What follows belongs to an exercise in optimizing a design on an open flow for a short achievable clock period and few clock cycles; a production flow would make more cautious choices.
At most, simulation tests tie the RTL to the original design; equivalence was not proved.
The RTL of runs 1 and 3 to 7 was laid out without a check of its function.
Power figures rest on the tool's default switching activity, not on a simulated workload.

<file path="run.sh">
#!/bin/bash
# synth_recipe.tcl (not shown) runs the flow's synth.tcl, then flattens the netlist and writes it again
# the make line also repeats each setting of config.mk as NAME=value (left out here)
make -C /OpenROAD-flow-scripts/flow DESIGN_CONFIG=/design/flow/config.mk WORK_HOME=/design/flow/orfs CLKGATE_MAP_FILE= SYNTH_SCRIPT=/design/flow/synth_recipe.tcl finish
</file>
<file path="config.mk">
export PLATFORM = sky130hd
export DESIGN_NAME = mips8_cpu
export DESIGN_NICKNAME = mips8_cpu
export VERILOG_FILES = /design/flow/design.v
export SDC_FILE = /design/flow/constraint.sdc
export NUM_CORES = 4
export LEC_CHECK = 0
export ABC_CLOCK_PERIOD_IN_PS = 2000
export CAP_MARGIN = 20
export CORE_MARGIN = 2
export CORE_UTILIZATION = 40
export PLACE_DENSITY = 0.6
export SETUP_SLACK_MARGIN = 3
export SLEW_MARGIN = 20
</file>
<file path="constraint.sdc">
create_clock -name core_clock -period 5.0 [get_ports {clk}]
set_input_delay 1.0000 -clock core_clock [delete_from_list [all_inputs] [get_ports {clk}]]
set_output_delay 1.0000 -clock core_clock [all_outputs]
set_load 0.01 [all_outputs]
</file>
<file path="design.v">
module mips8_cpu(clk, rst, prog_len, imem_addr, imem_rdata, dmem_addr, dmem_rdata,
                 wb_en, wb_addr, wb_data, done, result);
   input clk;
   input rst;
   input [7:0] prog_len;
   output [7:0] imem_addr;
   input [31:0] imem_rdata;
   output [7:0] dmem_addr;
   input [7:0] dmem_rdata;
   output wb_en;
   output [4:0] wb_addr;
   output [7:0] wb_data;
   output done;
   output [7:0] result;
   localparam NB = 8;
   integer i, ia, ib;
   reg [7:0] len_r;
   always @(posedge clk) len_r <= prog_len;
   reg [7:0] rf [1:31];
   reg [7:0] A;
   reg       halted;
   reg       jrchk;
   reg [7:0] pcI;
   reg       vI;
   reg       predI;    
   reg [NB-1:0] idxI;
   reg       vD;
   reg [4:0] rsD, rtD, destD;
   reg [31:1] rsohD, rtohD;
   reg [7:0] immD, pcD, pc1D, tgtD;
   reg       adduD, sltD, jrD, beqD, bneD, jalD, lwD, addiuD, wenD, useRsD, useRtD;
   reg       pc1_geD;
   reg       sEs, sMs, sWs, sOs, sRs, sEt, sMt, sWt, sOt, sRt;
   reg       hzE, hzM;
   reg       predD;    
   reg       btbD;     
   reg [NB-1:0] idxD;
   reg       vE;
   reg [7:0] opA, opB, pcE, tgtE, next_eqE, next_neE;
   reg       redir_eqE, redir_neE, halt_eqE, halt_neE, tk_eqE, tk_neE;
   reg       sltE, jrE, brE, lwE, wenE;
   reg [4:0] destE;
   reg       predE;
   reg       btbE;
   reg [NB-1:0] idxE;
   reg       mV, mLoad;
   reg [4:0] mDest;
   reg [7:0] mRes;
   reg [7:0] dA;
   reg       wV, wLoad;
   reg [4:0] wDest;
   reg [7:0] wRes;
   reg       oV;
   reg [4:0] oDest;
   reg [7:0] oData;
   reg       done_r;
   reg       bv [0:NB-1];
   reg [7:0] btag [0:NB-1];
   reg [7:0] btgt [0:NB-1];
   reg [2:0] brr;
   reg       uAlloc, uInval;
   reg [7:0] uPc, uTgt;
   reg [NB-1:0] uIdx;
   wire [7:0] sum = opA + opB;
   wire       lt  = $signed(opA) < $signed(opB);
   wire [7:0] resE = sltE ? {7'b0, lt} : sum;
   wire       eq  = (opA == opB);
   wire       redirE = vE & (eq ? redir_eqE : redir_neE);
   wire       haltE  = vE & (eq ? halt_eqE : halt_neE);
   wire       takenE = eq ? tk_eqE : tk_neE;
   wire [7:0] wdata = wLoad ? dmem_rdata : wRes;
   function [7:0] rdrf;
      input [31:1] oh;
      integer k;
      begin
         rdrf = 8'd0;
         for (k = 1; k < 32; k = k + 1)
            rdrf = rdrf | (oh[k] ? rf[k] : 8'd0);
      end
   endfunction
   wire [7:0] rsv = ({8{sEs}} & resE) | ({8{sMs}} & mRes) | ({8{sWs}} & wdata)
                  | ({8{sOs}} & oData) | ({8{sRs}} & rdrf(rsohD));
   wire [7:0] rtv = ({8{sEt}} & resE) | ({8{sMt}} & mRes) | ({8{sWt}} & wdata)
                  | ({8{sOt}} & oData) | ({8{sRt}} & rdrf(rtohD));
   wire stallD = vD & (hzE | hzM);
   wire replayD = stallD & vI;
   wire tgt_geD = (tgtD >= len_r);
   wire tk_eqD = jalD | beqD;
   wire tk_neD = jalD | bneD;
   wire redir_eqD = jrD | (tk_eqD ? (~predD | tgt_geD) : (predD | pc1_geD));
   wire redir_neD = jrD | (tk_neD ? (~predD | tgt_geD) : (predD | pc1_geD));
   wire halt_eqD = ~jrD & (tk_eqD ? tgt_geD : pc1_geD);
   wire halt_neD = ~jrD & (tk_neD ? tgt_geD : pc1_geD);
   wire [31:0] ins = imem_rdata;
   wire [5:0] opI = ins[31:26];
   wire [5:0] fnI = ins[5:0];
   wire rformI = (opI == 6'b000000);
   wire adduI  = rformI & (fnI == 6'b100001);
   wire sltI   = rformI & (fnI == 6'b101010);
   wire jrI    = rformI & (fnI == 6'b001000);
   wire beqI   = (opI == 6'b000100);
   wire bneI   = (opI == 6'b000101);
   wire jalI   = (opI == 6'b000011);
   wire lwI    = (opI == 6'b010111);
   wire addiuI = (opI == 6'b001001);
   wire [4:0] rsI = ins[25:21];
   wire [4:0] rtI = ins[20:16];
   wire [4:0] destI = (adduI | sltI) ? ins[15:11] : (jalI ? 5'd31 : rtI);
   wire wenI = (adduI | sltI | jalI | lwI | addiuI) & (destI != 5'd0);
   wire [7:0] pc1I = pcI + 8'd1;
   wire [7:0] tgtI = jalI ? ins[7:0] : (pcI + ins[7:0]);
   wire useRsI = adduI | sltI | jrI | beqI | bneI | lwI | addiuI;
   wire useRtI = adduI | sltI | beqI | bneI;
   wire fEs = vD & wenD & (destD == rsI);
   wire fMs = vE & wenE & (destE == rsI);
   wire fWs = mV & (mDest == rsI);
   wire fOs = wV & (wDest == rsI);
   wire fEt = vD & wenD & (destD == rtI);
   wire fMt = vE & wenE & (destE == rtI);
   wire fWt = mV & (mDest == rtI);
   wire fOt = wV & (wDest == rtI);
   wire hzEI = vD & wenD & lwD & ((useRsI & (destD == rsI)) | (useRtI & (destD == rtI)));
   wire hzMI = vE & wenE & lwE & ((useRsI & (destE == rsI)) | (useRtI & (destE == rtI)));
   reg [31:1] rsohI, rtohI;
   always @(*) begin
      for (ia = 1; ia < 32; ia = ia + 1) begin
         rsohI[ia] = (rsI == ia);
         rtohI[ia] = (rtI == ia);
      end
   end
   wire [7:0] Aseq = A + 8'd1;
   reg [NB-1:0] ohN;
   reg [7:0] btN;
   always @(*) begin
      btN  = 8'd0;
      for (ib = 0; ib < NB; ib = ib + 1) begin
         ohN[ib] = bv[ib] && (btag[ib] == A);
         btN  = btN | (ohN[ib] ? btgt[ib] : 8'd0);
      end
   end
   reg       hitS, seqS;
   reg [NB-1:0] idxF;
   reg [7:0] btF;
   wire      hitF = hitS & seqS;
   wire haltF = jrchk;    
   localparam SP = 0;
   wire spI = (SP != 0) & vI & ~predI & ~stallD & (jalI | ((beqI | bneI) & ins[7]));
   wire [7:0] Apred = replayD ? pcI : (spI ? tgtI : (hitF ? btF : Aseq));
   wire [7:0] Xeq = (vE & redir_eqE) ? (jrE ? opA : next_eqE) : Apred;
   wire [7:0] Xne = (vE & redir_neE) ? (jrE ? opA : next_neE) : Apred;
   wire [7:0] Anext = eq ? Xeq : Xne;
   always @(posedge clk) begin
      A <= Anext;
      pcI <= A;
      predI <= hitF;
      idxI <= idxF;
      hitS <= |ohN;
      idxF <= ohN;
      btF <= btN;
      if (~stallD) begin
         rsD <= rsI;
         rtD <= rtI;
         destD <= destI;
         rsohD <= rsohI;
         rtohD <= rtohI;
         immD <= ins[7:0];
         pcD <= pcI;
         pc1D <= pc1I;
         tgtD <= tgtI;
         pc1_geD <= (pc1I >= len_r);
         adduD <= adduI;
         sltD <= sltI;
         jrD <= jrI;
         beqD <= beqI;
         bneD <= bneI;
         jalD <= jalI;
         lwD <= lwI;
         addiuD <= addiuI;
         wenD <= wenI;
         predD <= predI | spI;
         btbD <= predI;
         idxD <= idxI;
         useRsD <= useRsI;
         useRtD <= useRtI;
         sEs <= fEs;
         sMs <= ~fEs & fMs;
         sWs <= ~fEs & ~fMs & fWs;
         sOs <= ~fEs & ~fMs & ~fWs & fOs;
         sRs <= ~fEs & ~fMs & ~fWs & ~fOs;
         sEt <= fEt;
         sMt <= ~fEt & fMt;
         sWt <= ~fEt & ~fMt & fWt;
         sOt <= ~fEt & ~fMt & ~fWt & fOt;
         sRt <= ~fEt & ~fMt & ~fWt & ~fOt;
         hzE <= hzEI;
         hzM <= hzMI;
      end else begin
         sEs <= 1'b0; sMs <= sEs; sWs <= sMs; sOs <= sWs; sRs <= sRs | sOs;
         sEt <= 1'b0; sMt <= sEt; sWt <= sMt; sOt <= sWt; sRt <= sRt | sOt;
         hzE <= 1'b0;
         hzM <= hzE;
      end
      opA <= jalD ? pc1D : rsv;
      opB <= (addiuD | lwD) ? immD : (jalD ? 8'd0 : rtv);
      pcE <= pcD;
      tgtE <= tgtD;
      next_eqE <= tk_eqD ? tgtD : pc1D;
      next_neE <= tk_neD ? tgtD : pc1D;
      redir_eqE <= redir_eqD;
      redir_neE <= redir_neD;
      halt_eqE <= halt_eqD;
      halt_neE <= halt_neD;
      tk_eqE <= tk_eqD;
      tk_neE <= tk_neD;
      sltE <= sltD;
      jrE <= jrD;
      brE <= beqD | bneD | jalD;
      lwE <= lwD;
      wenE <= wenD;
      destE <= destD;
      predE <= predD;
      btbE <= btbD;
      idxE <= idxD;
      mLoad <= lwE;
      mDest <= destE;
      mRes <= resE;
      dA <= sum;
      wLoad <= mLoad;
      wDest <= mDest;
      wRes <= mRes;
      oDest <= wDest;
      oData <= wdata;
      uPc <= pcE;
      uTgt <= tgtE;
      uIdx <= idxE;
      if (uAlloc) begin
         btag[brr] <= uPc - 8'd1;
         btgt[brr] <= uTgt;
      end
      if (rst) begin
         halted <= 1'b0;
         jrchk <= 1'b0;
         vI <= 1'b0;
         vD <= 1'b0;
         vE <= 1'b0;
         mV <= 1'b0;
         wV <= 1'b0;
         oV <= 1'b0;
         done_r <= 1'b0;
         brr <= 3'd0;
         uAlloc <= 1'b0;
         uInval <= 1'b0;
         A <= 8'd0;
         seqS <= 1'b0;
         for (i = 0; i < NB; i = i + 1) bv[i] <= 1'b0;
         for (i = 1; i < 32; i = i + 1) rf[i] <= 8'd0;
      end else begin
         halted <= halted | haltE | haltF;
         seqS <= ~redirE & ~replayD & ~spI & ~hitF;
         jrchk <= vE & jrE & (opA >= len_r);
         vI <= ~halted & ~haltE & ~haltF & ~redirE & ~replayD & ~spI;
         if (redirE) vD <= 1'b0;
         else if (~stallD) vD <= vI;
         vE <= vD & ~stallD & ~redirE;
         mV <= vE & wenE;
         wV <= mV;
         oV <= wV;
         if (oV) rf[oDest] <= oData;
         done_r <= (halted | haltE | haltF) & ~(vE & wenE) & ~mV & ~wV;
         uAlloc <= vE & brE & takenE & ~btbE;
         uInval <= vE & brE & ~takenE & btbE;
         if (uAlloc) begin
            bv[brr] <= 1'b1;
            brr <= brr + 3'd1;
         end else if (uInval) begin
            for (i = 0; i < NB; i = i + 1)
               if (uIdx[i]) bv[i] <= 1'b0;
         end
      end
   end
   assign imem_addr = A;
   assign dmem_addr = dA;
   assign wb_en = oV;
   assign wb_addr = oDest;
   assign wb_data = oData;
   assign done = done_r;
   assign result = rf[2];
endmodule
</file>
==> results.toml, run 1 <==
[place]
port_buffers = 85
gp_congestion = 1.00
placed_cells = 3360
dpl_cell_area_um2 = 32600
hpwlAfterDp_um = 81300

[route]
drt_iter0_markers = 3070
drt_first_pass_iters = 6
drc_errors = 0
ant_nets = 0
wl_um = 122000
via_per_inst = 6.11
detail_route.wl_per_cell_um = 32.5
dr_total_vias = 23000

[timing]
finalCritPeriodShare_pct = 47.4
layout_min_cycle_time_ns = 2.37
fmax_mhz = 422
slew_viol_final = 0
tightest_slew_ns = 1.17
rsz0062_at_grt = "true"
fin_skew_ns = 0.0398
finalSetupViolations = 0
whs_ns = 0.315
slew_headroom_pct = 21.8
hold_violations = 0
setup_tns_ns = 0

[layout]
layout.cells.non_filler = 3764
layout-drive-gt1-share_pct = 29.2
area_growth_pct = 29.2
fin_area_um2 = 39100
final_nets = 2829

[global_routing]
grt.total_usage_pct = 30.8
grt_pass1_vias = 21800
overflow = 0
grt_start_max_net_pins = 89
grt_pass1_wl_um = 168000
antenna_found_initial = 2

[critical_path]
ff2ff_setup_slack_ns = 2.79
worstSetupEndpoint = "result[1]"
worstReg2RegStart = "rtohD[21]"
crit_path_end_kind = "output pin"
r2r_end = "opB[1]"
required_ns = 4.00
crit_fanout = 2
crit_start = "rf[2][1]"
crit_arrival_ns = 1.37
cp-start-kind = "flip-flop"
critPathKind = "reg -> out"
r2r.worst_path.cells = 6

[synth]
synth.area.top_cells = "edfxtp_1 (49%), dfxtp_1 (15%), and2_1 (5.3%), a22oi_1 (3.4%), xnor2_1 (2.2%)"
ys_types = 64
syn_avg_cell_area_um2 = 12.5
synthArstFlopShare_pct = 0
synth_top_cell_area_share_pct = 48.9
yosysTopAreaCell = "edfxtp_1"
synth_edf_count = 493
synth_area_um2 = 30300
ys.flop_type = "edfxtp_1"
ys_seq_area_share_pct = 64.1
synth_commonest_cells = "edfxtp_1 (493), and2_1 (259), dfxtp_1 (231)"
synth_nets = 2517
yosysWarnings = 1
syn_inst = 2415
yosys_register_bits = 724
yosysMostFrequentCell = "edfxtp_1"

[clocking]
cts_buffers = 78
clock_sinks = 724
clk_latency_ns = 0.65
cts_tree = "done"
clk_path_buf_depth = 3
htreeDepth = 3
clk_pin_slew_ns = 0.07
cts_root_buf = "clkbuf_16"

[pwr]
internal_power_mw = 11.5
p_leak_nw = 14.7
p_per_area_nw_per_um2 = 400
seqPwrFrac_pct = 45.7
p_sw_share_pct = 26.8
peakVddDrop_mv = 0.270
p_clk_share_pct = 40.2
switching_power_mw = 4.19
total_power_mw = 15.7
p_comb_share_pct = 14.1

[floorplan]
start_util_pct = 40.6
core_area_um2 = 74700
num_io_pins = 89
die_area_um2 = 78000
num_rows = 100
fp.dieW_um = 279
die_y_um = 279

[worst_hold_path]
hold_start = "idxE[6]"
hold_path_class = "reg -> reg"
holdPathStages = 0

[run]
max_cap_violations = 0

[run_status]
status = "complete, no violations"
## final cells by class
type                            instances  area (um^2)
Fill cell                            6173        35600
Sequential cell                       724        19600
Multi-Input combinational cell       1497        11800
Timing Repair Buffer                  380         3550
Clock buffer                          114         2290
Tap cell                              969         1210
Clock inverter                         32          539
Inverter                               46          179
Antenna cell                            2         5.00
## worst min path at each step
stage | end | slack [ns]
final | uIdx[6] | 0.31
after global routing | uIdx[6] | 0.32
after detailed placement | idxI[5] | 0.31
after floorplan | idxI[0] | 0.31
after global placement | idxI[7] | 0.31
after CTS | uIdx[6] | 0.31
## stage by stage
stage                     util, %  setup WS [ns]
after floorplan                 -           2.28
after global placement       43.6           1.67
after detailed placement     43.6           1.64
after CTS                    51.2           2.62
after global routing         52.4           2.60
final                        52.4           2.63
## power groups by stage
stage,sequential [mW],combinational (mW),clock [mW]
global route,7.17,2.31,6.62
floorplan,7.10,0.767,0
global placement,7.27,1.48,0
CTS,7.14,2.04,6.38
finish,7.15,2.21,6.30
detailed placement,7.28,1.49,0
## sequential cells by signal, summed over array words and instances (netlist names), 31 cells and up
| register | count |
|---|---|
| btag | 64 |
| btgt | 64 |
| rf | 248 |
| rsohD | 31 |
| rtohD | 31 |
## cell usage in the layout, fill, tap and decap left out, drive strengths merged, types with 10 or more instances in the layout
cell type	Yosys	final
nand3b	10	10
nand2b	20	20
xor2	57	57
xnor2	76	76
inv	46	50
nor2	161	161
o41ai	13	13
nor3	37	37
edfxtp	493	493
bufinv	0	10
nand3	64	64
a21oi	56	56
buf	28	340
a222oi	20	20
a31oi	13	13
a221oi	67	67
and3	15	18
o21ai	49	49
ha	50	50
nand4	43	43
nand2	93	93
dfxtp	231	231
nor4	16	16
clkinv	0	13
a22oi	136	136
mux2	21	21
a22o	64	64
and2	259	259
clkdlybuf4s50	0	22
nor2b	20	20
mux2i	12	12
clkbuf	123	124
or2	36	36
a221o	12	12
## cells by family (layout without fill, tap and decap cells)
| logic type | count (synthesis) | after routing | synth area share [%] |
|---|---|---|---|
| compound gates | 483 | 483 | 12.0 |
| xor+xnor | 133 | 133 | 3.84 |
| fa+ha+maj | 52 | 52 | 2.20 |
| buf+inv | 197 | 572 | 2.52 |
| flops | 724 | 724 | 64.1 |
| mux | 33 | 33 | 1.19 |
| other cells | 0 | 2 | 0 |
| simple gates | 793 | 796 | 14.1 |
## critical path, cell delays in order (launching register included)
cell and delay [ns]:
edfxtp_1 0.42, buf_12 0.17, buf_6 0.12
## repair_timing
item | in CTS | in global routing
hold buffers | 0 | 0
pin swaps | 92 | 99
gates resized for setup | 510 | 137
buffers inserted | 203 | 45
setup endpoints to repair | 608 | 295
cloned | 6 | 2
## routing by layer
layer  GRT usage, %  vias to the layer above  wire length [um]
met3           6.66                      323             11400
li1               -                     9666                 -
met2           45.5                     1378             52700
met1           43.2                    11600             51400
met4           14.2                        0              6770
met5              0                        -                 0
==> run 2: changes to the inputs <==
--- a/design.v
+++ b/design.v
@@ -144,5 +144,5 @@
    wire      hitF = hitS & seqS;
    wire haltF = jrchk;    
-   localparam SP = 0;
+   localparam SP = 1;
    wire spI = (SP != 0) & vI & ~predI & ~stallD & (jalI | ((beqI | bneI) & ins[7]));
    wire [7:0] Apred = replayD ? pcI : (spI ? tgtI : (hitF ? btF : Aseq));
==> run 2 against run 1 <==
Register-to-register slack got worse by 0.09 ns; critical path depth fell by 1; first-iteration DRC count rose by 0.26%; cell count rose by 2.9%; setup slack got worse by 0.0026 ns; clock power fell by 1%; synthesized cell count rose by 2.0%; clock skew fell by 0.022 ns; largest power group unchanged.
==> results.toml, run 2 <==
[synth]
yosysWarnings = 1
synth.area.top_cells = "edfxtp_1 (48%), dfxtp_1 (15%), and2_1 (5.3%), a22oi_1 (4.3%), xnor2_1 (2.6%)"
synth_commonest_cells = "edfxtp_1 (494), and2_1 (260), dfxtp_1 (231)"
yosys_register_bits = 725
synth_nets = 2566
synth_top_cell_area_share_pct = 48.2
synth_edf_count = 494
ys_types = 85
ys.flop_type = "edfxtp_1"
yosysMostFrequentCell = "edfxtp_1"
syn_inst = 2464
ys_seq_area_share_pct = 63.2
syn_avg_cell_area_um2 = 12.5
yosysTopAreaCell = "edfxtp_1"
synthArstFlopShare_pct = 0
synth_area_um2 = 30800

[route]
dr_total_vias = 23400
wl_um = 126000
ant_nets = 0
drt_first_pass_iters = 6
detail_route.wl_per_cell_um = 32.6
drc_errors = 0
via_per_inst = 6.04
drt_iter0_markers = 3078

[floorplan]
start_util_pct = 40.5
die_y_um = 281
die_area_um2 = 79200
fp.dieW_um = 281
num_io_pins = 89
num_rows = 101
core_area_um2 = 76100

[global_routing]
antenna_found_initial = 5
grt_pass1_vias = 23000
grt_pass1_wl_um = 174000
grt_start_max_net_pins = 67
overflow = 0
grt.total_usage_pct = 31.6

[critical_path]
required_ns = 4.00
crit_buf_inv = 1
critPathMaxStageDelay_ns = 0.53
crit_path_cell_trace = "buf_6"
critPathTopFamily = "flip-flops"
critPathSlowestCell = "edfxtp_1"
critPathKind = "reg -> out"
cp-start-kind = "flip-flop"
crit_fanout = 3
crit_path_end_kind = "output pin"
crit_arrival_ns = 1.37

[place]
dp_slack_ns = 1.44
gp_congestion = 1.02
port_buffers = 85
hpwlAfterDp_um = 84600

[worst_hold_path]
hold_path_class = "reg -> reg"

[pwr]
total_power_mw = 16.0
p_per_area_nw_per_um2 = 399
p_clk_share_pct = 38.8
internal_power_mw = 11.6
p_comb_share_pct = 16.1
peakVddDrop_mv = 0.259
p_leak_nw = 15.0
seqPwrFrac_pct = 45.1
p_sw_share_pct = 27.4
switching_power_mw = 4.39

[clocking]
clock_sinks = 725
clk_latency_ns = 0.65
cts_buffers = 81
clk_pin_slew_ns = 0.06
htreeDepth = 3
cts_root_buf = "clkbuf_16"
cts_tree = "done"
clk_path_buf_depth = 3

[layout]
n_fill_cell = 6501
largest_register = "rf"
layout-drive-gt1-share_pct = 30.3
largest_register_ffs = 248
largestRegisters = "rf x248, btag x64, btgt x64"
final_nets = 2874
final_core_util_pct = 52.7
mostFrequentLayoutCell = "edfxtp_1"
area_growth_pct = 30.3
final_cell_mix = "edfxtp_1 (494), and2_1 (258), buf_4 (209)"

[run_status]
status = "complete, no violations"

[run]
max_cap_violations = 0

[timing]
hold_violations = 0
fmax_mhz = 421
finalCritPeriodShare_pct = 47.5
slew_viol_final = 0
rsz0062_at_grt = "true"
tightest_slew_ns = 1.32
fin_skew_ns = 0.0182
slew_headroom_pct = 11.9
whs_ns = 0.326
layout_min_cycle_time_ns = 2.37
setup_ws_ns = 2.63
setup_tns_ns = 0
finalSetupViolations = 0
run 2: changes by cell type in the layout (fill, tap and decap cells not counted), moves of 9 or more:
cell | before | now
xor2_1 | 52 | 37
buf_4 | 237 | 209
clkinv_2 | 4 | 14
buf_6 | 60 | 85
o21ai_0 | 29 | 18
a221oi_1 | 39 | 20
a22o_1 | 63 | 44
nand4_1 | 43 | 52
a21oi_1 | 50 | 39
a22oi_1 | 114 | 157
run 2: routing by layer:
metal | wire, um | GRT usage (%)
met5 | 13 | 0
met4 | 6440 | 13.9
met3 | 11200 | 6.61
met2 | 55000 | 46.9
met1 | 53600 | 44.6
run 2: cells by family (layout without fill, tap and decap cells):
family,count (synthesis),count (layout),synth area share (%)
adder cells (fa/ha/maj),52,52,2.16
flip-flops,725,725,63.2
buffers and inverters,199,573,2.59
multiplexers,40,40,1.39
AND/OR/NAND/NOR,828,830,14.8
AO/OA/AOI/OAI,488,488,12.1
other,0,2,0
XOR/XNOR,132,132,3.76
run 2: final timing paths:
path,start,end,slack [ns],cells past startpoint
setup / recovery,rf[2][7],result[7],2.63,1
hold reg to reg,idxF[0],idxI[0],0.33,0
hold / removal,idxF[0],idxI[0],0.33,0
setup reg to reg,rsohD[11],opA[7],2.70,7
run 2: repair_timing:
item,4_1_cts,5_1_grt
pin swaps,148,127
cloned,6,1
endpoints found under the setup margin,530,242
buffers inserted,199,31
gates resized for setup,591,151
hold buffers,0,0
run 2: power by group through the flow:
| stage | Combinational, mW | Sequential [mW] | Clock [mW] |
|---|---|---|---|
| finish | 2.58 | 7.20 | 6.21 |
| global route | 2.68 | 7.23 | 6.52 |
| CTS | 2.39 | 7.19 | 6.27 |
| detailed placement | 1.63 | 7.33 | 0 |
| global placement | 1.61 | 7.32 | 0 |
| floorplan | 0.898 | 7.17 | 0 |
run 2: final cells by class:
class,instances,area [um^2],area share [%]
clock inverters,38,472,1.18
repair buffers,374,3620,9.04
multi-input cells,1542,12500,31.3
flip-flops and latches,725,19600,48.9
clock buffers,113,2350,5.87
well taps,1030,1290,3.21
diodes,2,5.00,0.0125
inverters,48,201,0.502
run 2: through the flow:
stage	instances	instance area, um^2
2_1_floorplan	2464	31400
6_report	3872	40100
4_1_cts	3838	39100
5_1_grt	3870	40100
3_5_place_dp	3482	33200
3_3_place_gp	3482	33200
Testbench counts of run 2, summed over its fixed seeds: cycles 29,120.
==> run 3: changes to the inputs <==
--- a/design.v
+++ b/design.v
@@ -55,4 +55,5 @@
    reg [7:0] oData;
    reg       done_r;
+   reg [7:0] res_r;    
    reg       bv [0:NB-1];
    reg [7:0] btag [0:NB-1];
@@ -70,4 +71,6 @@
    wire       takenE = eq ? tk_eqE : tk_neE;
    wire [7:0] wdata = wLoad ? dmem_rdata : wRes;
+   wire skipM = mV & ~mLoad & ~wV;
+   wire skipE = vE & wenE & ~lwE & ~mV & ~wV;
    function [7:0] rdrf;
       input [31:1] oh;
@@ -112,12 +115,20 @@
    wire useRsI = adduI | sltI | jrI | beqI | bneI | lwI | addiuI;
    wire useRtI = adduI | sltI | beqI | bneI;
-   wire fEs = vD & wenD & (destD == rsI);
-   wire fMs = vE & wenE & (destE == rsI);
-   wire fWs = mV & (mDest == rsI);
-   wire fOs = wV & (wDest == rsI);
-   wire fEt = vD & wenD & (destD == rtI);
-   wire fMt = vE & wenE & (destE == rtI);
-   wire fWt = mV & (mDest == rtI);
-   wire fOt = wV & (wDest == rtI);
+   wire mDs = vD & wenD & (destD == rsI);
+   wire mEs = vE & wenE & (destE == rsI);
+   wire mMs = mV & (mDest == rsI);
+   wire mWs = wV & (wDest == rsI);
+   wire mDt = vD & wenD & (destD == rtI);
+   wire mEt = vE & wenE & (destE == rtI);
+   wire mMt = mV & (mDest == rtI);
+   wire mWt = wV & (wDest == rtI);
+   wire fEs = mDs;
+   wire fMs = ~mDs & mEs & ~skipE;
+   wire fWs = ~mDs & ~mEs & mMs & ~skipM;
+   wire fOs = ~mDs & ((mEs & skipE) | (~mEs & mMs & skipM) | (~mEs & ~mMs & mWs));
+   wire fEt = mDt;
+   wire fMt = ~mDt & mEt & ~skipE;
+   wire fWt = ~mDt & ~mEt & mMt & ~skipM;
+   wire fOt = ~mDt & ((mEt & skipE) | (~mEt & mMt & skipM) | (~mEt & ~mMt & mWt));
    wire hzEI = vD & wenD & lwD & ((useRsI & (destD == rsI)) | (useRtI & (destD == rtI)));
    wire hzMI = vE & wenE & lwE & ((useRsI & (destE == rsI)) | (useRtI & (destE == rtI)));
@@ -184,18 +195,20 @@
          useRtD <= useRtI;
          sEs <= fEs;
-         sMs <= ~fEs & fMs;
-         sWs <= ~fEs & ~fMs & fWs;
-         sOs <= ~fEs & ~fMs & ~fWs & fOs;
+         sMs <= fMs;
+         sWs <= fWs;
+         sOs <= fOs;
          sRs <= ~fEs & ~fMs & ~fWs & ~fOs;
          sEt <= fEt;
-         sMt <= ~fEt & fMt;
-         sWt <= ~fEt & ~fMt & fWt;
-         sOt <= ~fEt & ~fMt & ~fWt & fOt;
+         sMt <= fMt;
+         sWt <= fWt;
+         sOt <= fOt;
          sRt <= ~fEt & ~fMt & ~fWt & ~fOt;
          hzE <= hzEI;
          hzM <= hzMI;
       end else begin
-         sEs <= 1'b0; sMs <= sEs; sWs <= sMs; sOs <= sWs; sRs <= sRs | sOs;
-         sEt <= 1'b0; sMt <= sEt; sWt <= sMt; sOt <= sWt; sRt <= sRt | sOt;
+         sEs <= 1'b0; sMs <= sEs & ~skipE; sWs <= sMs & ~skipM;
+         sOs <= (sEs & skipE) | (sMs & skipM) | sWs; sRs <= sRs | sOs;
+         sEt <= 1'b0; sMt <= sEt & ~skipE; sWt <= sMt & ~skipM;
+         sOt <= (sEt & skipE) | (sMt & skipM) | sWt; sRt <= sRt | sOt;
          hzE <= 1'b0;
          hzM <= hzE;
@@ -229,6 +242,6 @@
       wDest <= mDest;
       wRes <= mRes;
-      oDest <= wDest;
-      oData <= wdata;
+      oDest <= wV ? wDest : (mV ? mDest : destE);
+      oData <= wV ? wdata : (mV ? mRes : resE);
       uPc <= pcE;
       uTgt <= tgtE;
@@ -255,4 +268,5 @@
          for (i = 0; i < NB; i = i + 1) bv[i] <= 1'b0;
          for (i = 1; i < 32; i = i + 1) rf[i] <= 8'd0;
+         res_r <= 8'd0;
       end else begin
          halted <= halted | haltE | haltF;
@@ -263,8 +277,9 @@
          else if (~stallD) vD <= vI;
          vE <= vD & ~stallD & ~redirE;
-         mV <= vE & wenE;
-         wV <= mV;
-         oV <= wV;
+         mV <= vE & wenE & ~skipE;
+         wV <= mV & ~skipM;
+         oV <= wV | skipM | skipE;
          if (oV) rf[oDest] <= oData;
+         res_r <= (oV & (oDest == 5'd2)) ? oData : rf[2];
          done_r <= (halted | haltE | haltF) & ~(vE & wenE) & ~mV & ~wV;
          uAlloc <= vE & brE & takenE & ~btbE;
@@ -285,4 +300,4 @@
    assign wb_data = oData;
    assign done = done_r;
-   assign result = rf[2];
+   assign result = res_r;
 endmodule
==> run 3 against run 2 <==
Flip-flop and latch count increased by 8; cell count grew 1.9%; setup slack lost 0.26 ns; synthesized cell count increased by 1.5%; still clean on timing, DRC and antenna; largest cell class unchanged; combinational power decreased by 4%; clock skew rose by 0.041 ns; count of clock-buffer cells in the layout shrank 12; die area up 0.69%; critical path type is now in -> reg; synthesized area is 0.70% higher; sequential power grew 1%; first-iteration DRC count down 2.4%.
==> results.toml, run 3 <==
[run_status]
status = "complete, no violations"

[critical_path]
cp-start-kind = "primary input"
critPathSlowestCell = "or4_4"
crit_path_end_kind = "flip-flop"
crit_fanout = 6
crit_path_cell_trace = "buf_6, or4_4, or2_4, a211o_4, mux2_4, mux2i_2, nand2_1, a32o_1"
crit_start = "imem_rdata[31]"
worstReg2RegStart = "rf[6][5]"
critPathKind = "in -> reg"
critPathMaxStageDelay_ns = 0.53
crit_arrival_ns = 3.17
required_ns = 5.53

[route]
detail_route.wl_per_cell_um = 33.0
ant_nets = 0
drc_errors = 0
drt_iter0_markers = 3004
wl_um = 130000
dr_total_vias = 24000
via_per_inst = 6.08
drt_first_pass_iters = 7

[synth]
synth_area_um2 = 31000
synth_xor_area_share_pct = 3.79
synth.area.top_cells = "edfxtp_1 (48%), dfxtp_1 (15%), and2_1 (5.1%), a221oi_1 (3.7%), a22o_1 (3.5%)"
synth_top_family_by_area = "simple AND/OR/NAND/NOR gates"
syn_inst = 2500
synthArstFlopShare_pct = 0
ys_types = 70
synth.mux.area_fraction_pct = 1.49
synth_top_cell_area_share_pct = 47.9
yosys_register_bits = 733
synth_nets = 2602
yosysTopAreaCell = "edfxtp_1"
synth_edf_count = 494
synth_fa_ha_area_share_pct = 2.15
synth_simple_gate_area_share_pct = 14.1
synth_commonest_cells = "edfxtp_1 (494), and2_1 (254), dfxtp_1 (239)"
synth_compound_area_share_pct = 12.6
ys.flop_type = "edfxtp_1"
yosysWarnings = 1
yosysMostFrequentCell = "edfxtp_1"
syn_avg_cell_area_um2 = 12.4
ys_seq_area_share_pct = 63.3

[layout]
seq_area_um2 = 19800
layout.cells.non_filler = 3945
largest_register = "rf"
n_fill_cell = 6553
largestRegisters = "rf x248, btag x64, btgt x64"
layout-drive-gt1-share_pct = 31.9
final_cell_mix = "edfxtp_1 (494), and2_1 (253), buf_4 (240)"
final_nets = 2940
largest_register_ffs = 248
mostFrequentLayoutCell = "edfxtp_1"
multi_input_area_um2 = 12600
area_growth_pct = 31.3
final_core_util_pct = 52.8

[floorplan]
start_util_pct = 40.2
num_rows = 102
die_y_um = 282
core_area_um2 = 77100
die_area_um2 = 79700
fp.dieW_um = 282
num_io_pins = 89

[timing]
setup_tns_ns = 0
slew_viol_final = 0
slew_headroom_pct = 27.5
finalSetupViolations = 0
fin_skew_ns = 0.0591
fmax_mhz = 379
setup_ws_ns = 2.36
hold_violations = 0
layout_min_cycle_time_ns = 2.64
rsz0062_at_grt = "true"
tightest_slew_ns = 1.09
finalCritPeriodShare_pct = 52.7

[place]
gp_congestion = 1.03
placed_cells = 3511
hpwlAfterDp_um = 85300
dp_slack_ns = 1.02
port_buffers = 85

[worst_hold_path]
hold_start = "idxD[0]"
hold_path_class = "reg -> reg"

[clocking]
clk_path_buf_depth = 3
clock_sinks = 733
clk_pin_slew_ns = 0.06
cts_buffers = 79
clk_latency_ns = 0.66
cts_root_buf = "clkbuf_16"
cts_tree = "done"
htreeDepth = 3

[global_routing]
grt.total_usage_pct = 32.1
grt_pass1_vias = 23300
grt_pass1_wl_um = 177000
grt_start_max_net_pins = 72
antenna_found_initial = 5
overflow = 0

[run]
max_cap_violations = 0

[pwr]
peakVddDrop_mv = 0.259
p_per_area_nw_per_um2 = 391
p_leak_nw = 15.5
==> run 3: cell count changes in the layout (fill, tap and decap cells not counted), sizes merged, moves of 18 or more <==
cell	change
xnor2	-34
a221oi	+81
a22o	+80
xor2	+36
nor2	+18
buf	+40
a22oi	-159
nand3	-19
o21ai	+23
==> run 3: stage by stage <==
| step | total power [mW] | area [um^2] | hold WS, ns |
|---|---|---|---|
| finish | 15.9 | 40700 | 0.313 |
| global route | 16.3 | 40700 | 0.327 |
| CTS | 15.7 | 39500 | 0.308 |
| detailed placement | 9.10 | 33300 | 0.312 |
| global placement | 9.07 | 33300 | 0.311 |
| floorplan | 8.11 | 31600 | 0.310 |
==> run 3: worst paths after layout <==
check / endpoint / slack, ns / cells past startpoint
worst min-delay path: idxE[0] / 0.31 / 0
worst max register to register: opA[5] / 2.72 / 7
worst max-delay path: A[0] / 2.36 / 8
worst min register to register: idxE[0] / 0.31 / 0
==> run 3: kinds of logic (layout without fill, tap and decap cells) <==
| kind of cell | count (synthesis) | after routing |
|---|---|---|
| compound gates | 512 | 512 |
| flops | 733 | 733 |
| simple gates | 815 | 816 |
| buf+inv | 210 | 613 |
| xor+xnor | 134 | 134 |
| fa+ha+maj | 52 | 52 |
| mux | 44 | 44 |
| other cells | 0 | 1 |
==> run 3: layout make-up <==
cell class / instances / area share [%]
flip-flops and latches: 733 / 48.5
multi-input cells: 1558 / 31.1
repair buffers: 413 / 9.86
clock buffers: 101 / 5.49
well taps: 1040 / 3.20
clock inverters: 46 / 1.28
inverters: 53 / 0.532
diodes: 1 / 0.00615
==> run 3: report_power, final <==
part	internal, mW	switching, mW
registers	6.91	0.370
clock network	3.57	2.59
logic	0.990	1.49
==> run 3: worst max-delay path: cells and delay by family <==
| family | cells | cell delay (ns) |
|---|---|---|
| and+or+nand+nor | 3 | 0.92 |
| muxes | 2 | 0.50 |
| AOI/OAI and AO/OA | 2 | 0.65 |
| buffers and inverters | 1 | 0.10 |
==> run 3: timing repair <==
item | CTS | global route
gates cloned | 4 | 2
endpoints found under the setup margin | 789 | 197
setup buffers | 225 | 55
pin swaps | 108 | 122
hold buffers | 0 | 0
gates resized for setup | 628 | 179
==> run 3: layer usage <==
| layer | vias up | part of all wire (%) | global-route usage (%) |
|---|---|---|---|
| met2 | 1470 | 44 | 48.2 |
| met4 | 2 | 5.8 | 16.9 |
| met3 | 388 | 10 | 8.46 |
| met1 | 12100 | 40 | 42.6 |
| li1 | 10100 | - | - |
| met5 | - | 0.011 | 0 |
==> run 4: changes to the inputs <==
--- a/config.mk
+++ b/config.mk
@@ -6,5 +6,5 @@
 export NUM_CORES = 4
 export LEC_CHECK = 0
-export ABC_CLOCK_PERIOD_IN_PS = 2000
+export ABC_CLOCK_PERIOD_IN_PS = 10
 export CAP_MARGIN = 20
 export CORE_MARGIN = 2
==> run 4 against run 3 <==
Still clean; via count unchanged; global-route usage did not move; sequential share of layout area unchanged; count of clock-buffer cells in the layout stayed put; non-clock buffer count stayed put; synthesized area unchanged; register-to-register slack is essentially flat; largest power group unchanged.
==> results.toml, run 4 <==
[floorplan]
fp.dieW_um = 282
num_rows = 102
die_y_um = 282
start_util_pct = 40.2
die_area_um2 = 79700
num_io_pins = 89
core_area_um2 = 77100

[place]
placed_cells = 3511
gp_congestion = 1.03
port_buffers = 85
hpwlAfterDp_um = 85300

[global_routing]
grt_use_met3_pct = 8.46
grt.total_usage_pct = 32.1
grt_use_met2_pct = 48.2
use_met1_pct = 42.6
busiest_layer = "met2"
grt_pass1_vias = 23300
overflow = 0
antenna_found_initial = 5
grt_start_max_net_pins = 72
grt_pass1_wl_um = 177000

[clocking]
holdBufCountCts = 0
cts_tree = "done"
clk_latency_ns = 0.66
cts_buffers = 79
clk_path_buf_depth = 3
clock_sinks = 733
clk_pin_slew_ns = 0.06
htreeDepth = 3
cts_root_buf = "clkbuf_16"

[critical_path]
r2r_end = "opA[5]"
crit_fanout = 6
crit_buf_inv = 1
r2r.worst_path.cells = 7
crit_path_end_kind = "flip-flop"
critPathKind = "in -> reg"
crit_path_cell_trace = "buf_6, or4_4, or2_4, a211o_4, mux2_4, mux2i_2, nand2_1, a32o_1"
worstReg2RegStart = "rf[6][5]"
crit_arrival_ns = 3.17
required_ns = 5.53
ff2ff_setup_slack_ns = 2.72
critPathTopFamily = "simple AND/OR/NAND/NOR gates"
critPathMaxStageDelay_ns = 0.53
critPathSlowestCell = "or4_4"
cp-start-kind = "primary input"

[timing]
hold_violations = 0
whs_ns = 0.313
fin_skew_ns = 0.0591
tightest_slew_ns = 1.09
slew_viol_final = 0
layout_min_cycle_time_ns = 2.64
rsz0062_at_grt = "true"
slew_headroom_pct = 27.5
finalSetupViolations = 0
fmax_mhz = 379
finalCritPeriodShare_pct = 52.7
setup_tns_ns = 0

[synth]
yosysTopAreaCell = "edfxtp_1"
yosysWarnings = 1
yosysMostFrequentCell = "edfxtp_1"
synth_commonest_cells = "edfxtp_1 (494), and2_1 (254), dfxtp_1 (239)"
syn_avg_cell_area_um2 = 12.4
synth_area_um2 = 31000
syn_inst = 2500
ys_seq_area_share_pct = 63.3
synthArstFlopShare_pct = 0
ys.flop_type = "edfxtp_1"
synth.area.top_cells = "edfxtp_1 (48%), dfxtp_1 (15%), and2_1 (5.1%), a221oi_1 (3.7%), a22o_1 (3.5%)"
synth_top_cell_area_share_pct = 47.9
synth_nets = 2602
yosys_register_bits = 733
synth_edf_count = 494
ys_types = 70

[layout]
area_growth_pct = 31.3
layout-drive-gt1-share_pct = 31.9
largest_register = "rf"
mostFrequentLayoutCell = "edfxtp_1"
layout.cells.non_filler = 3945
final_nets = 2940
final_cell_mix = "edfxtp_1 (494), and2_1 (253), buf_4 (240)"
final_core_util_pct = 52.8
largestRegisters = "rf x248, btag x64, btgt x64"
n_fill_cell = 6553
multi_input_area_um2 = 12600
seq_area_um2 = 19800
largest_register_ffs = 248

[route]
wl_um = 130000
drc_errors = 0
ant_nets = 0
detail_route.wl_per_cell_um = 33.0
via_per_inst = 6.08
dr_total_vias = 24000
drt_first_pass_iters = 7
drt_iter0_markers = 3004

[pwr]
peakVddDrop_mv = 0.259
total_power_mw = 15.9
p_per_area_nw_per_um2 = 391
p_leak_nw = 15.5

[worst_hold_path]
min_to = "idxE[0]"
hold_start = "idxD[0]"
holdPathStages = 0
hold_path_class = "reg -> reg"

[run]
max_cap_violations = 0

[run_status]
status = "complete, no violations"
[run 4: cell counts in the layout (fill, tap and decap cells not counted)]
No cell type changed its count.
[run 4: layout make-up]
class	instances	area share [%]
inverters	53	0.532
well taps	1040	3.20
clock inverters	46	1.28
diodes	1	0.00615
clock buffers	101	5.49
multi-input cells	1558	31.1
repair buffers	413	9.86
flip-flops and latches	733	48.5
[run 4: stage by stage]
step	setup WS [ns]	area, um^2
3_3_place_gp	1.04	33300
6_report	2.36	40700
3_5_place_dp	1.02	33300
4_1_cts	2.40	39500
5_1_grt	2.36	40700
2_1_floorplan	1.93	31600
[run 4: kinds of logic (layout without fill, tap and decap cells)]
logic type / count (synthesis) / count (layout) / synth area share (%)
DFF: 733 / 733 / 63.3
AOI/OAI and AO/OA: 512 / 512 / 12.6
muxes: 44 / 44 / 1.49
and+or+nand+nor: 815 / 816 / 14.1
xor gates and xnor gates: 134 / 134 / 3.79
adders and majority gates: 52 / 52 / 2.15
other: 0 / 1 / 0
buffers and inverters: 210 / 613 / 2.58
[run 4: worst max-delay path by stage]
stage,start,to,cells after the start
2_1_floorplan,imem_rdata[29],A[0],9
3_3_place_gp,imem_rdata[28],A[0],8
3_5_place_dp,imem_rdata[28],A[0],8
4_1_cts,imem_rdata[31],A[0],8
5_1_grt,imem_rdata[31],A[0],8
6_report,imem_rdata[31],A[0],8
[run 4: worst register-to-register path, delay by kind of cell (launching register included)]
kind | cells | cell delay [ns]
and+or+nand+nor | 2 | 0.52
AOI/OAI and AO/OA | 5 | 1.16
DFF | 1 | 0.50
[run 4: metal layers]
| metal | up-vias | part of all wire, % |
|---|---|---|
| li1 | 10100 | - |
| met1 | 12100 | 40 |
| met2 | 1470 | 44 |
| met3 | 388 | 10 |
| met4 | 2 | 5.8 |
| met5 | - | 0.011 |
[run 4: repair_timing]
action                                  in CTS  in global routing
gates cloned                                 4                  2
endpoints found under the setup margin     789                197
pin swaps                                  108                122
setup buffers                              225                 55
resized for setup                          628                179
[run 4: power breakdown]
group	leakage [nW]	total [mW]	switching (mW)	internal [mW]
Combinational	7.05	2.48	1.49	0.990
Clock	1.34	6.16	2.59	3.57
Sequential	7.10	7.28	0.370	6.91
==> run 5: changes to the inputs <==
--- a/config.mk
+++ b/config.mk
@@ -6,5 +6,5 @@
 export NUM_CORES = 4
 export LEC_CHECK = 0
-export ABC_CLOCK_PERIOD_IN_PS = 10
+export ABC_CLOCK_PERIOD_IN_PS = 600
 export CAP_MARGIN = 20
 export CORE_MARGIN = 2
==> run 5 against run 4 <==
Still clean; power is the same; clock skew stayed put; clock power hardly changed; synthesized cell count did not move; setup slack did not move; critical path type unchanged; critical endpoint unchanged; largest cell class unchanged.
==> results.toml, run 5 <==
[pwr]
p_leak_nw = 15.5
peakVddDrop_mv = 0.259
p_per_area_nw_per_um2 = 391

[place]
dpl_cell_area_um2 = 33300
gp_congestion = 1.03
placed_cells = 3511
port_buffers = 85
hpwlAfterDp_um = 85300

[timing]
fin_skew_ns = 0.0591
slew_headroom_pct = 27.5
fmax_mhz = 379
hold_violations = 0
finalCritPeriodShare_pct = 52.7
slew_viol_final = 0
whs_ns = 0.313
setup_tns_ns = 0
layout_min_cycle_time_ns = 2.64
finalSetupViolations = 0
rsz0062_at_grt = "true"
tightest_slew_ns = 1.09

[critical_path]
required_ns = 5.53
crit_arrival_ns = 3.17
crit_path_end_kind = "flip-flop"
crit_fanout = 6
cp-start-kind = "primary input"
critPathKind = "in -> reg"

[clocking]
cts_root_buf = "clkbuf_16"
clk_path_buf_depth = 3
htreeDepth = 3
cts_buffers = 79
clk_pin_slew_ns = 0.06
holdBufCountCts = 0
clock_sinks = 733
cts_tree = "done"
clk_latency_ns = 0.66

[global_routing]
grt_pass1_wl_um = 177000
grt.total_usage_pct = 32.1
antenna_found_initial = 5
overflow = 0
grt_pass1_vias = 23300
grt_start_max_net_pins = 72

[layout]
largestRegisters = "rf x248, btag x64, btgt x64"
fin_area_um2 = 40700
layout-drive-gt1-share_pct = 31.9
final_cell_mix = "edfxtp_1 (494), and2_1 (253), buf_4 (240)"
final_core_util_pct = 52.8
layout.cells.non_filler = 3945
largest_register = "rf"
area_growth_pct = 31.3
final_nets = 2940
mostFrequentLayoutCell = "edfxtp_1"
largest_register_ffs = 248

[floorplan]
start_util_pct = 40.2
num_io_pins = 89
core_area_um2 = 77100
num_rows = 102
die_y_um = 282
die_area_um2 = 79700
fp.dieW_um = 282

[synth]
ys_seq_area_share_pct = 63.3
yosys_register_bits = 733
synth_area_um2 = 31000
yosysMostFrequentCell = "edfxtp_1"
synth.area.top_cells = "edfxtp_1 (48%), dfxtp_1 (15%), and2_1 (5.1%), a221oi_1 (3.7%), a22o_1 (3.5%)"
yosysTopAreaCell = "edfxtp_1"
synth_top_cell_area_share_pct = 47.9
synth_edf_count = 494
ys_types = 70
yosysWarnings = 1
syn_inst = 2500
synth_nets = 2602
syn_avg_cell_area_um2 = 12.4
synth_commonest_cells = "edfxtp_1 (494), and2_1 (254), dfxtp_1 (239)"
synthArstFlopShare_pct = 0
ys.flop_type = "edfxtp_1"

[route]
drt_iter0_markers = 3004
drc_errors = 0
detail_route.wl_per_cell_um = 33.0
ant_nets = 0
wl_um = 130000
via_per_inst = 6.08
drt_first_pass_iters = 7
dr_total_vias = 24000

[run_status]
status = "complete, no violations"

[worst_hold_path]
hold_path_class = "reg -> reg"

[run]
max_cap_violations = 0
run 5: cell counts after synthesis:
No cell type changed its count.
run 5: cells by family after synthesis:
logic type	after synthesis	share of synthesized area, %
AOI/OAI and AO/OA	512	12.6
xor gates and xnor gates	134	3.79
adders and majority gates	52	2.15
buffers and inverters	210	2.58
DFF	733	63.3
muxes	44	1.49
and+or+nand+nor	815	14.1
run 5: timing repair:
item / in CTS / in global routing
pin swaps: 108 / 122
endpoints found under the hold margin: 0 / 0
setup buffers: 225 / 55
endpoints found under the setup margin: 789 / 197
gates resized for setup: 628 / 179
cloned: 4 / 2
run 5: report_power, final:
group          switching, mW  internal (mW)  total [mW]  leakage (nW)
combinational           1.49          0.990        2.48          7.05
sequential             0.370           6.91        7.28          7.10
clock                   2.59           3.57        6.16          1.34
run 5: layout make-up:
| class | count | area (um^2) |
|---|---|---|
| Multi-Input combinational cell | 1558 | 12600 |
| Fill cell | 6553 | 36400 |
| Clock buffer | 101 | 2230 |
| Clock inverter | 46 | 522 |
| Sequential cell | 733 | 19800 |
| Antenna cell | 1 | 2.50 |
| Timing Repair Buffer | 413 | 4010 |
| Tap cell | 1040 | 1300 |
| Inverter | 53 | 216 |
run 5: final timing paths:
kind              to      startpoint  cells after the start  slack (ns)
max             A[0]  imem_rdata[31]                      8        2.36
min          idxE[0]         idxD[0]                      0        0.31
max reg2reg   opA[5]        rf[6][5]                      7        2.72
min reg2reg  idxE[0]         idxD[0]                      0        0.31
run 5: per-layer routing:
metal	up-vias	wire [um]	track usage, %
li1	10100	-	-
met1	12100	52500	42.6
met3	388	13300	8.46
met5	-	14	0
met4	2	7610	16.9
met2	1470	56900	48.2
run 5: worst max-delay path, stage by stage:
cell	delay (ns)
buf_6	0.10
or4_4	0.53
or2_4	0.31
a211o_4	0.39
mux2_4	0.32
mux2i_2	0.18
nand2_1	0.08
a32o_1	0.26
run 5: through the flow:
stage | total power [mW] | setup WS, ns
2_1_floorplan | 8.11 | 1.93
3_3_place_gp | 9.07 | 1.04
3_5_place_dp | 9.10 | 1.02
4_1_cts | 15.7 | 2.40
5_1_grt | 16.3 | 2.36
6_report | 15.9 | 2.36
==> run 6: changes to the inputs <==
--- a/config.mk
+++ b/config.mk
@@ -6,9 +6,8 @@
 export NUM_CORES = 4
 export LEC_CHECK = 0
-export ABC_CLOCK_PERIOD_IN_PS = 600
 export CAP_MARGIN = 20
 export CORE_MARGIN = 2
 export CORE_UTILIZATION = 40
 export PLACE_DENSITY = 0.6
-export SETUP_SLACK_MARGIN = 3
+export SETUP_SLACK_MARGIN = 2.8
 export SLEW_MARGIN = 20
==> run 6 against run 5 <==
Still clean on timing, DRC and antenna; clock skew is 0.027 ns lower; wire length is 4.8% lower; clock power hardly changed; global-route usage is 1.3 points lower; die area stayed put; cell count is 2.3% lower; maximum frequency is 0.74% higher.
==> results.toml, run 6 <==
[run_status]
status = "complete, no violations"

[clocking]
clk_pin_slew_ns = 0.06
cts_tree = "done"
clk_path_buf_depth = 3
htreeDepth = 3
clk_latency_ns = 0.66
clock_sinks = 733
cts_buffers = 79
cts_root_buf = "clkbuf_16"
holdBufCountCts = 0

[pwr]
p_leak_nw = 14.6
peakVddDrop_mv = 0.280
p_clk_share_pct = 39.5
p_per_area_nw_per_um2 = 402
seqPwrFrac_pct = 47.0
p_sw_share_pct = 28.0
p_comb_share_pct = 13.5
internal_power_mw = 11.2
switching_power_mw = 4.35

[layout]
mostFrequentLayoutCell = "edfxtp_1"
largest_register_ffs = 248
final_nets = 2850
largestRegisters = "rf x248, btag x64, btgt x64"
final_core_util_pct = 50.1
layout-drive-gt1-share_pct = 25.2
largest_register = "rf"
area_growth_pct = 24.7
final_cell_mix = "edfxtp_1 (494), and2_1 (253), dfxtp_1 (204)"

[critical_path]
crit_arrival_ns = 3.15
cp-start-kind = "primary input"
crit_fanout = 6
critPathKind = "in -> reg"
ff2ff_setup_slack_ns = 2.68
worstReg2RegStart = "rsohD[24]"
critPathMaxStageDelay_ns = 0.52
worstSetupEndpoint = "A[0]"
crit_path_cell_trace = "buf_6, or4_4, or2_4, a211o_4, mux2_4, mux2i_2, nand2_1, a32o_1"
required_ns = 5.53
r2r.worst_path.cells = 7
critPathSlowestCell = "or4_4"
crit_start = "imem_rdata[31]"
r2r_end = "opA[3]"
crit_path_end_kind = "flip-flop"

[route]
drc_errors = 0
dr_total_vias = 23500
drt_first_pass_iters = 10
detail_route.wl_per_cell_um = 32.2
via_per_inst = 6.08
drt_iter0_markers = 3087
ant_nets = 0
wl_um = 124000

[timing]
slew_headroom_pct = 26.8
rsz0062_at_grt = "true"
tightest_slew_ns = 1.09
finalSetupViolations = 0
finalCritPeriodShare_pct = 52.3
layout_min_cycle_time_ns = 2.62
fmax_mhz = 382
slew_viol_final = 0
setup_tns_ns = 0
fin_skew_ns = 0.0319
hold_violations = 0

[floorplan]
die_y_um = 282
start_util_pct = 40.2
num_rows = 102
die_area_um2 = 79700
num_io_pins = 89
core_area_um2 = 77100
fp.dieW_um = 282

[global_routing]
grt.total_usage_pct = 30.8
grt_pass1_vias = 22200
antenna_found_initial = 11
grt_pass1_wl_um = 170000
overflow = 0
grt_start_max_net_pins = 72

[place]
port_buffers = 85
hpwlAfterDp_um = 86100
gp_congestion = 1.05

[synth]
yosys_register_bits = 733
ys.flop_type = "edfxtp_1"
synthArstFlopShare_pct = 0
synth_commonest_cells = "edfxtp_1 (494), and2_1 (254), dfxtp_1 (239)"
yosysTopAreaCell = "edfxtp_1"
yosysWarnings = 1
synth.area.top_cells = "edfxtp_1 (48%), dfxtp_1 (15%), and2_1 (5.1%), a221oi_1 (3.7%), a22o_1 (3.5%)"
syn_avg_cell_area_um2 = 12.4
synth_nets = 2602
ys_seq_area_share_pct = 63.3
synth_area_um2 = 31000
yosysMostFrequentCell = "edfxtp_1"
synth_top_cell_area_share_pct = 47.9
syn_inst = 2500
synth_edf_count = 494
ys_types = 70

[run]
max_cap_violations = 0

[worst_hold_path]
hold_path_class = "reg -> reg"
## run 6: worst min-delay path by stage
stage                     startpoint       to  cells after the start
after floorplan              idxF[0]  idxI[0]                      0
after global placement       idxF[6]  idxI[6]                      0
after detailed placement      pcE[0]   uPc[0]                      0
after CTS                    tgtE[0]  uTgt[0]                      0
after global routing         idxF[0]  idxI[0]                      0
final                        tgtE[0]  uTgt[0]                      0
## run 6: critical path, delay by kind of cell
kind | cells | cell delay (ns)
and+or+nand+nor | 3 | 0.90
AOI/OAI and AO/OA | 2 | 0.65
muxes | 2 | 0.49
buffers and inverters | 1 | 0.09
## run 6: cell type report
cell class	instances	area, um^2
diodes	2	5.00
clock buffers	106	2240
clock inverters	41	527
fillers	6732	38400
inverters	53	214
multi-input cells	1557	11800
flip-flops and latches	733	19700
well taps	1040	1300
repair buffers	324	2820
## run 6: routing by layer
layer	routed length, um	global-route usage [%]
met1	50400	41.6
met2	53100	45.5
met3	12900	8.07
met4	7570	15.7
met5	85	0
## run 6: logic make-up after synthesis
family                     synth area share, %
and+or+nand+nor                           14.1
DFF                                       63.3
AOI/OAI and AO/OA                         12.6
buffers and inverters                     2.58
xor gates and xnor gates                  3.79
adders and majority gates                 2.15
muxes                                     1.49
## run 6: repair_timing
action                                  4_1_cts  5_1_grt
pin swaps                                    39       59
gates resized for setup                     427      146
buffers inserted                            151       40
endpoints found under the setup margin      600      207
## run 6: through the flow
stage	setup WS [ns]	cells	hold WS (ns)	cell area, um^2	power, mW
after floorplan	1.93	2500	0.310	31400	8.10
after global placement	1.05	3516	0.310	33200	9.15
after global routing	2.34	3854	0.320	38600	16.0
after detailed placement	1.03	3516	0.312	33200	9.18
after CTS	2.39	3814	0.311	37900	15.5
final	2.38	3856	0.309	38600	15.5
## run 6: power groups by stage
stage / registers [mW] / clock network (mW) / logic (mW)
final: 7.31 / 6.13 / 2.09
after global routing: 7.32 / 6.45 / 2.18
after CTS: 7.28 / 6.21 / 2.01
after detailed placement: 7.43 / 0 / 1.75
after global placement: 7.42 / 0 / 1.73
after floorplan: 7.24 / 0 / 0.859
==> run 7: changes to the inputs <==
--- a/config.mk
+++ b/config.mk
@@ -8,6 +8,6 @@
 export CAP_MARGIN = 20
 export CORE_MARGIN = 2
-export CORE_UTILIZATION = 40
-export PLACE_DENSITY = 0.6
-export SETUP_SLACK_MARGIN = 2.8
+export CORE_UTILIZATION = 50
+export PLACE_DENSITY = 0.7
+export SETUP_SLACK_MARGIN = 3
 export SLEW_MARGIN = 20
==> run 7 against run 6 <==
Still clean; via count is 4.9% higher; register-to-register slack lost 0.19 ns; utilization grew 15 points; count of clock-buffer cells in the layout is the same; synthesized area unchanged; clock power fell by 4.7%; first-iteration DRC count grew 18%; die area is 20% lower; flip-flop and latch count unchanged; clock skew is 0.012 ns lower; worst hold slack gained 0.015 ns; critical endpoint unchanged; largest cell class unchanged.
==> results.toml, run 7 <==
[timing]
slew_viol_final = 0
setup_ws_ns = 2.35
finalSetupViolations = 0
rsz0062_at_grt = "true"
slew_headroom_pct = 10.5
tightest_slew_ns = 1.34
hold_violations = 0
layout_min_cycle_time_ns = 2.65
setup_tns_ns = 0
fin_skew_ns = 0.0204
fmax_mhz = 377
finalCritPeriodShare_pct = 53.1

[critical_path]
crit_buf_inv = 1
critPathTopFamily = "simple AND/OR/NAND/NOR gates"
r2r_end = "opA[3]"
critPathSlowestCell = "or4_4"
crit_path_cell_trace = "buf_8, or4_4, or2_4, a211o_4, mux2_4, mux2i_2, nand2_1, a32o_1"
crit_arrival_ns = 3.18
critPathKind = "in -> reg"
critPathMaxStageDelay_ns = 0.53
worstReg2RegStart = "rsohD[19]"
crit_path_end_kind = "flip-flop"
crit_fanout = 5
cp-start-kind = "primary input"
required_ns = 5.52
ff2ff_setup_slack_ns = 2.49
r2r.worst_path.cells = 7

[route]
via_per_inst = 6.62
wl_um = 130000
dr_total_vias = 24600
ant_nets = 0
drt_first_pass_iters = 8
detail_route.wl_per_cell_um = 34.9
drt_iter0_markers = 3658
drc_errors = 0

[clocking]
htreeDepth = 3
clk_pin_slew_ns = 0.06
cts_buffers = 77
clk_path_buf_depth = 3
cts_tree = "done"
clock_sinks = 733
clk_latency_ns = 0.64
cts_root_buf = "clkbuf_16"

[layout]
largest_register_ffs = 248
largestRegisters = "rf x248, btag x64, btgt x64"
layout-drive-gt1-share_pct = 31.0
layout.cells.non_filler = 3719
seq_area_um2 = 19700
multi_input_area_um2 = 12500
final_nets = 2960
area_growth_pct = 29.2
mostFrequentLayoutCell = "edfxtp_1"
largest_register = "rf"
final_cell_mix = "edfxtp_1 (494), buf_4 (264), and2_1 (253)"
n_fill_cell = 4447

[global_routing]
antenna_found_initial = 10
grt.total_usage_pct = 39.9
grt_pass1_vias = 23000
grt_pass1_wl_um = 175000
grt_start_max_net_pins = 57
overflow = 0

[floorplan]
die_y_um = 253
die_area_um2 = 64000
start_util_pct = 50.4
core_area_um2 = 61500
num_rows = 91
num_io_pins = 89
fp.dieW_um = 253

[synth]
yosysTopAreaCell = "edfxtp_1"
synth_top_cell_area_share_pct = 47.9
ys_types = 70
yosys_register_bits = 733
ys.flop_type = "edfxtp_1"
yosysMostFrequentCell = "edfxtp_1"
synth.area.top_cells = "edfxtp_1 (48%), dfxtp_1 (15%), and2_1 (5.1%), a221oi_1 (3.7%), a22o_1 (3.5%)"
ys_seq_area_share_pct = 63.3
synthArstFlopShare_pct = 0
syn_inst = 2500
synth_edf_count = 494
synth_nets = 2602
syn_avg_cell_area_um2 = 12.4
synth_area_um2 = 31000
synth_commonest_cells = "edfxtp_1 (494), and2_1 (254), dfxtp_1 (239)"
yosysWarnings = 1

[place]
hpwlAfterDp_um = 83900
dp_slack_ns = 1.05
gp_congestion = 1.04
port_buffers = 85
placed_cells = 3258

[pwr]
total_power_mw = 15.5
peakVddDrop_mv = 0.330
p_leak_nw = 15.4
p_per_area_nw_per_um2 = 388

[worst_hold_path]
holdPathStages = 0
hold_start = "pcE[0]"
min_to = "uPc[0]"
hold_path_class = "reg -> reg"

[run]
max_cap_violations = 0

[run_status]
status = "complete, no violations"
[run 7: cell counts after synthesis]
Identical to the previous run, type by type.
[run 7: kinds of logic after synthesis]
family          count (synthesis)  share of synthesized area, %
simple gates                  815                          14.1
fa+ha+maj                      52                          2.15
xor+xnor                      134                          3.79
compound gates                512                          12.6
mux                            44                          1.49
buf+inv                       210                          2.58
flops                         733                          63.3
[run 7: area by class of cell]
cell class | instances | area share (%)
Clock buffer | 106 | 5.45
Timing Repair inverter | 1 | 0.0219
Sequential cell | 733 | 49.3
Timing Repair Buffer | 434 | 9.93
Tap cell | 790 | 2.47
Antenna cell | 8 | 0.0500
Clock inverter | 36 | 0.960
Multi-Input combinational cell | 1558 | 31.2
Inverter | 53 | 0.560
[run 7: how the worst max path moves through the flow]
stage,start,cells after the start,endpoint
finish,imem_rdata[28],8,A[0]
global route,imem_rdata[28],8,A[0]
CTS,imem_rdata[31],8,A[0]
detailed placement,imem_rdata[28],8,A[0]
global placement,imem_rdata[29],8,A[0]
floorplan,imem_rdata[29],9,A[0]
[run 7: power breakdown]
part           leakage [nW]  switching, mW  internal (mW)
clock                  1.25           2.48           3.35
sequential             7.10          0.385           6.92
combinational          7.01           1.47          0.904
[run 7: what timing repair did]
action | 4_1_cts | 5_1_grt
endpoints found under the setup margin | 752 | 259
buffers inserted | 241 | 65
resized for setup | 606 | 154
cloned | 3 | 1
pin swaps | 121 | 108
hold buffers | 0 | 0
[run 7: routing by layer]
layer / global-route usage (%) / share of wire, % / wire, um / up-vias
li1: - / - / - / 10100
met4: 17.8 / 5.7 / 7330 / 8
met2: 57.4 / 42 / 54500 / 1805
met5: 3.32 / 0.32 / 412 / -
met1: 54.0 / 38 / 49800 / 12300
met3: 14.2 / 14 / 17600 / 425
[run 7: through the flow]
stage,hold WS (ns),utilization [%],area [um^2]
finish,0.325,65.1,40000
global route,0.330,65.1,40000
CTS,0.326,63.2,38900
detailed placement,0.312,53.6,33000
global placement,0.310,53.6,33000
floorplan,0.310,-,31600

## static timing again, ports no longer ideal
How much do the figures lean on ideal ports? The routed layouts below were timed once more, with nothing changed but the port constraints.
Step 1 (the two cells are an assumption about what drives the block):
set clk [get_ports {clk}]
set_driving_cell -lib_cell sky130_fd_sc_hd__clkbuf_16 $clk
set_driving_cell -lib_cell sky130_fd_sc_hd__buf_2 [delete_from_list [all_inputs] $clk]
Step 2 times the ports against the registers' clock, not the clock port: input delays grow and output delays shrink by t, the midpoint of the rising clock arrivals with the driver on.
a / b / c = no drivers / after step 1 / after step 2; a / b = the first two.
run	t (ns)	setup WS [ns]	worst register clock-pin slew, ns	worst slew at a driven data input, ns	cell pins on the clock port's net
run 1	0.705	2.630 / 2.559 / 2.252	0.07 / 0.07	0.08	1
run 2	0.710	2.627 / 2.564 / 2.173	0.07 / 0.07	0.08	1
run 3	0.700	2.364 / 2.399 / 1.699	0.07 / 0.07	0.11	1
run 4	0.700	2.364 / 2.399 / 1.699	0.07 / 0.07	0.11	1
run 5	0.700	2.364 / 2.399 / 1.699	0.07 / 0.07	0.11	1
run 6	0.714	2.383 / 2.419 / 1.706	0.07 / 0.07	0.05	1
run 7	0.702	2.347 / 2.375 / 1.674	0.07 / 0.07	0.09	1
After both steps every run listed still meets setup and hold. The setup slack of run 6, which loses most, moves by +0.036 ns with the drivers and by -0.677 ns with both steps.
